From an optimization exercise on the open Yosys and OpenROAD flow, aimed at small area and a short achievable clock period; shortcuts taken in it are not production practice. Only simulation tests tie the RTL to the original design; equivalence was not proved. Power is estimated from default activity; no workload was simulated.

## pipelined_regfile_2stage
module pipelined_regfile_2stage(clk, rst, imem_addr, imem_data, dmem_addr, dmem_wdata, dmem_we, dmem_re, dmem_rdata, wb_en, wb_addr, wb_data);
==> flow/config.mk <==
export PLATFORM = sky130hd
export DESIGN_NAME = pipelined_regfile_2stage
export DESIGN_NICKNAME = pipelined_regfile_2stage
export VERILOG_FILES = /design/flow/design.v
export SDC_FILE = /design/flow/constraint.sdc
export NUM_CORES = 4
export LEC_CHECK = 0
export CAP_MARGIN = 20
export CORE_MARGIN = 2
export CORE_UTILIZATION = 60
export CTS_CLUSTER_DIAMETER = 70
export CTS_CLUSTER_SIZE = 26
export SETUP_SLACK_MARGIN = 3.9
export SLEW_MARGIN = 20
export SYNTH_HIERARCHICAL = 1
==> flow/constraint.sdc <==
create_clock -name core_clock -period 7.0 [get_ports {clk}]
set_input_delay 1.4000 -clock core_clock [delete_from_list [all_inputs] [get_ports {clk}]]
set_output_delay 1.4000 -clock core_clock [all_outputs]
set_load 0.01 [all_outputs]
standard.sh (not shown) runs the stock make flow with config.mk's settings and CLKGATE_MAP_FILE= SYNTH_SCRIPT=/design/flow/synth_recipe.tcl, a recipe that flattens the netlist after the stock synthesis.
==> flow/flow/run.sh <==
#!/bin/bash
# The standard layout (standard.sh, unchanged synthesis and steps), with
# plain buffers instead of delay cells on the ports. make's full output goes
# to standard.log here; each step's own log is under orfs/logs/.
set -euo pipefail
export BUFFER_PORTS_ARGS="-buffer_cell sky130_fd_sc_hd__buf_2"
bash standard.sh > standard.log 2>&1
The baseline went through all stages and came out clean.
Change:
Settings changed: CTS_CLUSTER_DIAMETER 70 to 60, CTS_CLUSTER_SIZE 26 to 20, SETUP_SLACK_MARGIN 3.9 to 4.0.
Clock skew goes up by 0.019 ns.
Cell count goes up by 2.1%.
Final area rises by 2.6%.
Routed wire length rose by 2.6%.
Hold slack gets worse by 0.0060 ns.
Critical path depth climbs by 3.
Global-route usage is lower by 0.12 points.
Via count goes up by 0.45%.
Setup slack improved by 0.030 ns.
Change:
Settings changed: SETUP_SLACK_MARGIN 4.0 to 3.9.
Outcome: Power decreases by 4.0%; global-route usage barely changes; worst setup slack loses 0.089 ns; final area fell by 2.6%; final cell count went down by 2.0%; synthesized area does not change; combinational power goes down by 9.9%.
Change:
Settings changed: CORE_UTILIZATION 60 to 50.
Die area is higher by 20%.
Synthesized cell count stays the same.
Fmax is higher by about 0.8%.
Total power goes up by 2.8%.
Cell count climbs by 3.7%.
Combinational power is higher by about 3%.
Routed wire length came out higher by 3.4%.

* * *

## oak
Starting RTL as in the previous note.
==> flow/config.mk <==
export PLATFORM = sky130hd
export DESIGN_NAME = pipelined_regfile_2stage
export DESIGN_NICKNAME = pipelined_regfile_2stage
export VERILOG_FILES = /design/flow/design.v
export SDC_FILE = /design/flow/constraint.sdc
export NUM_CORES = 4
export LEC_CHECK = 0
export CAP_MARGIN = 20
export CORE_MARGIN = 2
export CORE_UTILIZATION = 60
export CTS_CLUSTER_DIAMETER = 60
export CTS_CLUSTER_SIZE = 20
export PLACE_DENSITY = 0.8
export SETUP_SLACK_MARGIN = 3.9
export SLEW_MARGIN = 20
export SYNTH_HIERARCHICAL = 1
==> flow/constraint.sdc <==
create_clock -name core_clock -period 7.0 [get_ports {clk}]
set_input_delay 1.4000 -clock core_clock [delete_from_list [all_inputs] [get_ports {clk}]]
set_output_delay 1.4000 -clock core_clock [all_outputs]
set_load 0.01 [all_outputs]
Scripts as last shown in full above: flow/flow/run.sh
Every stage of the flow completed for oak, and the final layout passed the timing, design-rule and antenna checks.
Changes in pine relative to oak:
- CORE_UTILIZATION: 60 -> 68
- PLACE_DENSITY: 0.8 -> 0.75
## What came out
Relative to oak, area added between synthesis and finish has gone up in pine. Total global routing overflow: oak vs pine identical. Between oak and pine, the flow reports count of clock-buffer cells in the layout increasing by more than 10%. In the flow results for oak and pine, the number of antenna violations at the first check in global routing is larger on pine.

* * *

Another version of the RTL of pipelined_regfile_2stage (not shown whole).
Size in the first run: about 2100 cells after synthesis, about 110 I/O pins.
==> flow/config.mk <==
export PLATFORM = sky130hd
export DESIGN_NAME = pipelined_regfile_2stage
export DESIGN_NICKNAME = pipelined_regfile_2stage
export VERILOG_FILES = /design/flow/design.v
export SDC_FILE = /design/flow/constraint.sdc
export NUM_CORES = 4
export LEC_CHECK = 0
export CAP_MARGIN = 20
export CORE_MARGIN = 2
export CORE_UTILIZATION = 40
export CTS_CLUSTER_DIAMETER = 60
export CTS_CLUSTER_SIZE = 20
export SETUP_SLACK_MARGIN = 3.9
export SLEW_MARGIN = 20
export SYNTH_HIERARCHICAL = 1
==> flow/constraint.sdc <==
create_clock -name core_clock -period 7.0 [get_ports {clk}]
set_input_delay 1.4000 -clock core_clock [delete_from_list [all_inputs] [get_ports {clk}]]
set_output_delay 1.4000 -clock core_clock [all_outputs]
set_load 0.01 [all_outputs]
Scripts as last shown in full above: flow/flow/run.sh
Next try:
- CORE_UTILIZATION: 40 -> 60
- CTS_BUF_LIST: unset -> sky130_fd_sc_hd__clkbuf_8
What happened:
- The changed run passed the timing, design-rule and antenna checks
- combinational power fell by about 7%
- sequential power hardly moves
- cell area goes down by 4.1%
- synthesized area is unchanged
- cell count decreases by 9.6%
- global-route usage increases by 12 points
- total power went down by 12%
- synthesized cell count is unchanged
- die area goes down by 33%
- worst setup slack improved by 59 ps
Next try:
- CTS_BUF_LIST: sky130_fd_sc_hd__clkbuf_8 -> unset
After rerunning: The changed run completed with no timing, DRC or antenna violations. Non-clock buffer count shrinks by 6. Clock skew goes down by 29 ps. Wire length decreases slightly. Total power goes up by a few percent. Core utilization increases by 0.93 points. Sequential cell count does not change.
Next try:
- CORE_UTILIZATION: 60 -> 75
- SETUP_SLACK_MARGIN: 3.9 -> 4.0
What happened:
- via count rose by 7.7%
- setup slack is worse by 35 ps
- cell area rises by 0.60%
- clock skew goes up by 12 ps
- hold slack improved by 6.0 ps
- power decreases by 1.4%
- non-clock buffer count came out higher by 22
- wire length grows by 3.2%

-- separate check: timing with driven ports --
How much do the figures lean on ideal ports? The routed layouts below were timed once more, with nothing changed but the port constraints. Step 1 sets driving cells, clkbuf_16 on the clock port and buf_2 on the other inputs (assumed; they add their load-dependent delay and slew). Step 2, shift: input delay + t, output delay - t, t = (earliest + latest rising clock arrival at the registers) / 2. This alone moves slack from input paths to output paths. Three values: no drivers, after step 1, after step 2; two values: the first two.
run	t, ns	setup slack, ns	worst setup path after step 2	worst slew at a driven data input, ns	pins driven straight from the clock port
the first run of note 1	0.668	3.956 / 3.956 / 3.326	input to register	0.04	1
the second run of note 1	0.677	3.986 / 3.986 / 3.354	input to register	0.10	1
the third run of note 1	0.675	3.897 / 3.928 / 3.253	input to register	0.05	1
the fourth run of note 1	0.626	3.923 / 3.963 / 3.337	input to register	0.04	1
oak	0.659	3.908 / 3.927 / 3.283	input to register	0.05	1
pine	0.682	3.905 / 3.921 / 3.238	input to register	0.04	1
the first run of note 3	0.645	3.875 / 3.901 / 3.256	input to register	0.06	1
the second run of note 3	0.694	3.934 / 3.951 / 3.265	input to register	0.04	1
the third run of note 3	0.627	3.948 / 3.953 / 3.342	input to register	0.04	1
the fourth run of note 3	0.683	3.913 / 3.913 / 3.303	input to register	0.05	1
After both steps every run listed still meets setup and hold. For the second run of note 3, which loses most, drivers alone change the setup slack by +0.017 ns; drivers and shift together by -0.669 ns.
